From an optimization exercise on the open Yosys and OpenROAD flow, aimed at small area, a short achievable clock period and few clock cycles per item; shortcuts taken in it are not production practice.
In this exercise RTL edits were held to simulation tests only and were not proved equivalent to the original.
No activity file was given, so power comes from the tool's default toggle rates.

==> design/flow/design.v <==
`timescale 1ns / 1ps
module simon2share(clk, data_ina, data_inb, data_rdy, cipher_out, Done, Trig);
input clk;
input data_ina, data_inb;
input [1:0] data_rdy;
output [127:0] cipher_out;
output reg Done, Trig;
reg [1:0] rdy_r;       
reg ina_r, inb_r;      
reg [7:0] counter;     
reg [6:0] ptcnt;       
always @(posedge clk) begin
	rdy_r <= data_rdy;
	ina_r <= data_ina;
	inb_r <= data_inb;
end
wire idle  = (rdy_r == 2'd0);
wire ld_pt = (rdy_r == 2'd1);
wire ld_k  = (rdy_r == 2'd2);
wire run   = (rdy_r == 2'd3);
wire ph    = counter[0];
wire run_now = (data_rdy == 2'd3);
wire [7:0] counter_next = idle ? 8'd0 : (run ? counter + 8'd1 : counter);
always @(posedge clk)
	counter <= counter_next;
always @(posedge clk) begin
	if (ld_k)
		ptcnt <= 7'd0;
	else if (ld_pt)
		ptcnt <= ptcnt + 7'd1;
end
always @(posedge clk) begin
	Trig <= (counter_next == 8'd1);
	Done <= run_now && run && (counter == 8'd135);
end
reg [7:0] oe;
always @(posedge clk) begin
	oe[0] <= run_now && run && (counter == 8'd135);
	oe[1] <= run_now && run && (counter[0:0] == 1'd1) && (counter[7:1] == 7'd67);
	oe[2] <= run_now && run && (counter[1:0] == 2'd3) && (counter[7:2] == 6'd33);
	oe[3] <= run_now && run && (counter[2:0] == 3'd7) && (counter[7:3] == 5'd16);
	oe[4] <= run_now && run && (counter[3:0] == 4'd7) && (counter[7:4] == 4'd8);
	oe[5] <= run_now && run && (counter[4:0] == 5'd7) && (counter[7:5] == 3'd4);
	oe[6] <= run_now && run && (counter[5:0] == 6'd7) && (counter[7:6] == 2'd2);
	oe[7] <= run_now && run && (counter[6:0] == 7'd7) && (counter[7:7] == 1'd1);
end
reg [63:0] Xa, Ya, Xb, Yb;
wire [63:0] Xa1 = {Xa[62:0], Xa[63]};
wire [63:0] Xa2 = {Xa[61:0], Xa[63:62]};
wire [63:0] Xa8 = {Xa[55:0], Xa[63:56]};
wire [63:0] Xb1 = {Xb[62:0], Xb[63]};
wire [63:0] Xb2 = {Xb[61:0], Xb[63:62]};
wire [63:0] Xb8 = {Xb[55:0], Xb[63:56]};
wire [63:0] Ya1 = {Ya[62:0], Ya[63]};
wire [63:0] Ya8 = {Ya[55:0], Ya[63:56]};
wire [63:0] Yb1 = {Yb[62:0], Yb[63]};
wire [63:0] Yb8 = {Yb[55:0], Yb[63:56]};
wire [63:0] KYa, KYb;
wire [63:0] sa1 = Ya ^ Xa2 ^ (Xa1 & Xa8);
wire [63:0] sb1 = Yb ^ Xb2 ^ (Xb1 & Xb8);
wire [63:0] sa2 = Xa ^ KYa ^ (Ya1 & Yb8);
wire [63:0] sb2 = Xb ^ KYb ^ (Yb1 & Ya8);
wire y_load = ld_pt && (ptcnt[6] == 1'b0 || ptcnt[5:0] == 6'd0);
wire selA = run && (ph == 1'b0);
wire selB = run && (ph == 1'b1);
wire selS = ld_pt;
wire selH = !(run || ld_pt);
wire y_hold = !selA && !y_load;
always @(posedge clk) begin
	Xa <= ({64{selA}} & sa1) | ({64{selB}} & sa2) | ({64{selS}} & {ina_r, Xa[63:1]}) | ({64{selH}} & Xa);
	Xb <= ({64{selA}} & sb1) | ({64{selB}} & sb2) | ({64{selS}} & {inb_r, Xb[63:1]}) | ({64{selH}} & Xb);
	Ya <= ({64{selA}} & Xa) | ({64{y_load}} & Xa) | ({64{y_hold}} & Ya);
	Yb <= ({64{selA}} & Xb) | ({64{y_load}} & Xb) | ({64{y_hold}} & Yb);
end
reg [63:0] KXa, KXb;
reg [63:0] KYa_r, KYb_r;
assign KYa = KYa_r;
assign KYb = KYb_r;
wire [0:127] Z = {68'b10101111011100000011010010011000101000010001111110010110110011101011, 60'd0};
wire [63:0] c = 64'hfffffffffffffffc;
always @(posedge clk) begin
	if (ld_k) begin
		{KXa, KYa_r} <= {ina_r, KXa, KYa_r[63:1]};
		{KXb, KYb_r} <= {inb_r, KXb, KYb_r[63:1]};
	end
	else if (run && ph == 1'b1) begin
		KXa <= c ^ Z[counter[7:1]] ^ KYa_r ^ {KXa[2:0], KXa[63:3]} ^ {KXa[3:0], KXa[63:4]};
		KYa_r <= KXa;
		KXb <= KYb_r ^ {KXb[2:0], KXb[63:3]} ^ {KXb[3:0], KXb[63:4]};
		KYb_r <= KXb;
	end
end
wire [127:0] xy_a = {Xa, Ya};
wire [127:0] xy_b = {Xb, Yb};
wire [127:0] gate = {{16{oe[7]}}, {16{oe[6]}}, {16{oe[5]}}, {16{oe[4]}},
                     {16{oe[3]}}, {16{oe[2]}}, {16{oe[1]}}, {16{oe[0]}}};
assign cipher_out = (xy_a & gate) ^ (xy_b & gate);
endmodule
==> design/flow/run.sh <==
#!/bin/bash
# synth_recipe.tcl (not shown) runs the flow's synth.tcl, then flattens the netlist and writes it again
# the make line also repeats each setting of config.mk as NAME=value (left out here)
make -C /OpenROAD-flow-scripts/flow DESIGN_CONFIG=/design/flow/config.mk WORK_HOME=/design/flow/orfs CLKGATE_MAP_FILE= SYNTH_SCRIPT=/design/flow/synth_recipe.tcl finish
==> design/flow/config.mk <==
export PLATFORM = sky130hd
export DESIGN_NAME = simon2share
export DESIGN_NICKNAME = simon2share
export VERILOG_FILES = /design/flow/design.v
export SDC_FILE = /design/flow/constraint.sdc
export NUM_CORES = 4
export LEC_CHECK = 0
export CAP_MARGIN = 20
export CORE_MARGIN = 2
export CORE_UTILIZATION = 65
export CTS_CLUSTER_DIAMETER = 80
export CTS_CLUSTER_SIZE = 24
export PLACE_DENSITY = 0.72
export SETUP_SLACK_MARGIN = 1.9
export SLEW_MARGIN = 20
==> design/flow/constraint.sdc <==
create_clock -name core_clock -period 4.2 [get_ports {clk}]
set_input_delay 0.8400 -clock core_clock [delete_from_list [all_inputs] [get_ports {clk}]]
set_output_delay 0.8400 -clock core_clock [all_outputs]
set_load 0.01 [all_outputs]
==> run notes <==
[per-layer routing]
layer,part of all wire,up-vias
met5,0,-
met4,0.050,0
met3,0.11,284
met2,0.45,1582
met1,0.38,12200
li1,-,11400
[cell usage after synthesis (8+ instances only)]
| library cell | count | area (sq um) |
|---|---|---|
| a21oi_1 | 69 | 345 |
| a222oi_1 | 128 | 1280 |
| and2_1 | 129 | 807 |
| buf_1 | 8 | 30.0 |
| buf_2 | 41 | 205 |
| clkbuf_1 | 224 | 841 |
| dfxtp_1 | 284 | 5690 |
| edfxtp_1 | 256 | 7690 |
| ha_1 | 13 | 163 |
| mux2_2 | 129 | 1450 |
| nand2_1 | 974 | 3660 |
| nor2_1 | 71 | 267 |
| o21ai_0 | 73 | 365 |
| xnor2_1 | 447 | 3920 |
| xor2_1 | 451 | 3950 |
[cell type report]
| cell class | count | area [sq um] |
|---|---|---|
| fill | 3195 | 10800 |
| sequential | 540 | 14400 |
| clock inverter | 22 | 229 |
| inverter | 7 | 28.8 |
| tap | 615 | 769 |
| clock buffer | 41 | 972 |
| multi-input combinational | 2552 | 17400 |
| timing repair buffer | 415 | 3020 |
[kinds of logic (layout without fill, tap and decap cells)]
| family | after synthesis | after routing | synth area share |
|---|---|---|---|
| fa+ha+maj | 13 | 13 | 0.00522 |
| mux | 135 | 135 | 0.0487 |
| flops | 540 | 540 | 0.429 |
| buf+inv | 282 | 485 | 0.0359 |
| simple gates | 1217 | 1217 | 0.160 |
| compound gates | 289 | 289 | 0.0688 |
| xor+xnor | 898 | 898 | 0.252 |
[registers in the layout, indices dropped and copies added (netlist names), 2 cells and up]
signal and count:
Ya 64, rdy_r 2, Xb 64, KYb_r 64, KXa 64, ptcnt 7, KYa_r 64, Yb 64
KXb 64, Xa 64, counter 8, oe 8
[power by group]
group	total, W	leakage (nW)	internal [W]	switching [W]
clock	0.00389	0.590	0.00181	0.00208
sequential	0.00996	4.95	0.00796	0.00200
combinational	0.0128	9.88	0.00606	0.00673
[what timing repair did]
action	4_1_cts	5_1_grt
pin swaps	50	19
setup endpoints to repair	698	154
gates cloned	1	0
endpoints found under the hold margin	0	0
hold buffers	0	0
resized for setup	1113	21
setup buffers	258	4
[per-stage QoR]
stage,cells,power [W]
6_report,4192,0.0266
2_1_floorplan,3374,0.0165
4_1_cts,4188,0.0259
3_5_place_dp,3866,0.0190
3_3_place_gp,3866,0.0187
5_1_grt,4192,0.0277
[worst min path at each step]
stage | start | endpoint | slack (ps) | cells past startpoint
final | ptcnt[5] | ptcnt[5] | 520 | 2
after global routing | ptcnt[5] | ptcnt[5] | 560 | 2
after CTS | ptcnt[5] | ptcnt[5] | 520 | 2
after detailed placement | ptcnt[5] | ptcnt[5] | 510 | 2
after global placement | ptcnt[5] | ptcnt[5] | 490 | 2
after floorplan | inb_r | Xb[63] | 460 | 2
[critical path: stages, from the launching register on]
cell,delay [ps]
dfxtp_4,380
xor2_2,190
and2_1,160
buf_2,130
==> flow_metrics.py <==
metrics = {
    "placement": {
        "finalWeightedCongestion": 0.915,
        "hpwl_microns": 56800,
        "port_buffers": 134,
        "place_area_sq_mm": 0.0325,
        "place_ws_ps": 1330,
    },
    "drt": {
        "wl_per_cell_microns": 22.8,
        "drt_iter0_markers": 3988,
        "final_antenna_net_count": 0,
        "drt_pre_antenna_iters": 13,
        "drc_errors": 0,
        "vias_per_cell": 6.08,
        "via_count": 25500,
        "wirelength_microns": 95500,
    },
    "floorplanning": {
        "die_h_microns": 223,
        "io_pins": 135,
        "start_util": 0.656,
        "core_sq_mm": 0.0475,
        "die_w_microns": 223,
        "die_area_sq_mm": 0.0497,
        "row_count": 80,
    },
    "synth": {
        "yosys_warnings": 1,
        "synth_area_per_cell_sq_um": 9.24,
        "dominantRegCellSynth": "dfxtp_1",
        "synth_edf_count": 256,
        "synth_fp_nets": 3392,
        "ys_seq_area_frac": 0.429,
        "syn_area_sq_mm": 0.0312,
        "ys_seq_elements": 540,
        "synthArstFlopShare": 0,
        "synth.distinct_cells": 43,
        "synthCells": 3374,
    },
    "sta": {
        "hold_slack_ps": 521,
        "fin_ws_ps": 1910,
        "hold_viol_final": 0,
        "rsz0062_at_grt": "true",
        "timing.final.crit_period_ps": 2290,
        "tightest_slew_ps": 876,
        "setup_violations": 0,
        "drv_slew": 0,
        "post-route-period-util": 0.545,
        "max_freq_mhz": 437,
        "slew_headroom": 0.416,
        "fin_tns_setup_ps": 0,
        "fin_skew_ps": 20.6,
    },
    "global_routing": {
        "grt_antenna_before_repair": 0,
        "track_usage": 0.379,
        "grt-busiest-layer": "met2",
        "use_met2": 0.594,
        "grt_pass1_vias": 24800,
        "grt_use_met1": 0.512,
        "grt_use_met3": 0.0715,
        "grt_pass1_wl_microns": 146000,
        "grt_max_degree": 193,
        "grt_overflow_total": 0,
    },
    "setup_path": {
        "required_ps": 3360,
        "reg2reg_to": "Xa[1]",
        "worstSetupPathType": "reg2out",
        "crit_start": "Ya[19]",
        "rrSetupSlack_ps": 1950,
        "cp.arrival_ps": 1450,
        "start_kind": "flop",
        "regToRegStartpoint": "rdy_r[0]",
        "crit_end": "cipher_out[19]",
        "rr_worst_depth": 5,
        "cp-end-kind": "primary output",
        "worst-path-max-fanout": 2,
    },
    "cts": {
        "cts_tree": "built",
        "clk_path_buf_depth": 3,
        "cts_htree_levels": 2,
        "numCtsBuffers": 35,
        "clk_latency_ps": 590,
        "cts_sinks": 540,
        "cts_root_buf": "clkbuf_16",
        "clkTransAtPathRegs_ps": 100,
    },
    "worst_hold_path": {
        "hold_class": "reg2reg",
    },
    "layout": {
        "final_common_cell": "nand2_1",
        "drive_gt1_frac": 0.268,
        "fin_nets": 3569,
        "finish.instance_area_sq_mm": 0.0368,
        "final_cell_mix": "973 x nand2_1, 447 x xnor2_1, 377 x xor2_1, 264 x buf_4, 261 x dfxtp_4",
        "syn_to_final_growth_pct": 17.9,
        "n_antenna_cell": 0,
        "final_util": 0.773,
    },
    "pwr": {
        "vdd_drop_max_v": 0.000404,
        "p_leak_nw": 15.4,
        "powerDensity_mw_per_mm2": 724,
    },
    "job": {
        "maxCapViolCount": 0,
    },
    "run_status": {
        "outcome": "complete, no violations",
    },
}
Testbench counts, summed over its fixed seeds: cycles 202,240, encryptions 512.

[afterwards: timing with drivers on the ports]
Ports are ideal in the flow. The routed layout listed here was re-timed in OpenROAD.
Step 1 (the two cells are an assumption about what drives the block):
set clk [get_ports {clk}]
set_driving_cell -lib_cell sky130_fd_sc_hd__clkbuf_16 $clk
set_driving_cell -lib_cell sky130_fd_sc_hd__buf_2 [delete_from_list [all_inputs] $clk]
Step 2 times the ports against the registers' clock, not the clock port: input delays grow and output delays shrink by t, the midpoint of the rising clock arrivals with the driver on.
Three values: ideal, step 1, step 2; two values: the first two.
t, ns: 0.642
slack for setup (ns): 1.910 / 1.850 / 1.849
worst hold slack (ns): 0.521 / 0.521 / 0.521
latest minus earliest clock arrival (ns): 0.024 / 0.024
slew at the worst register clock pin (ns): 0.10 / 0.10
After both steps this run still meets setup and hold. For this run, drivers alone change the setup slack by -0.060 ns; drivers and shift together by -0.061 ns.
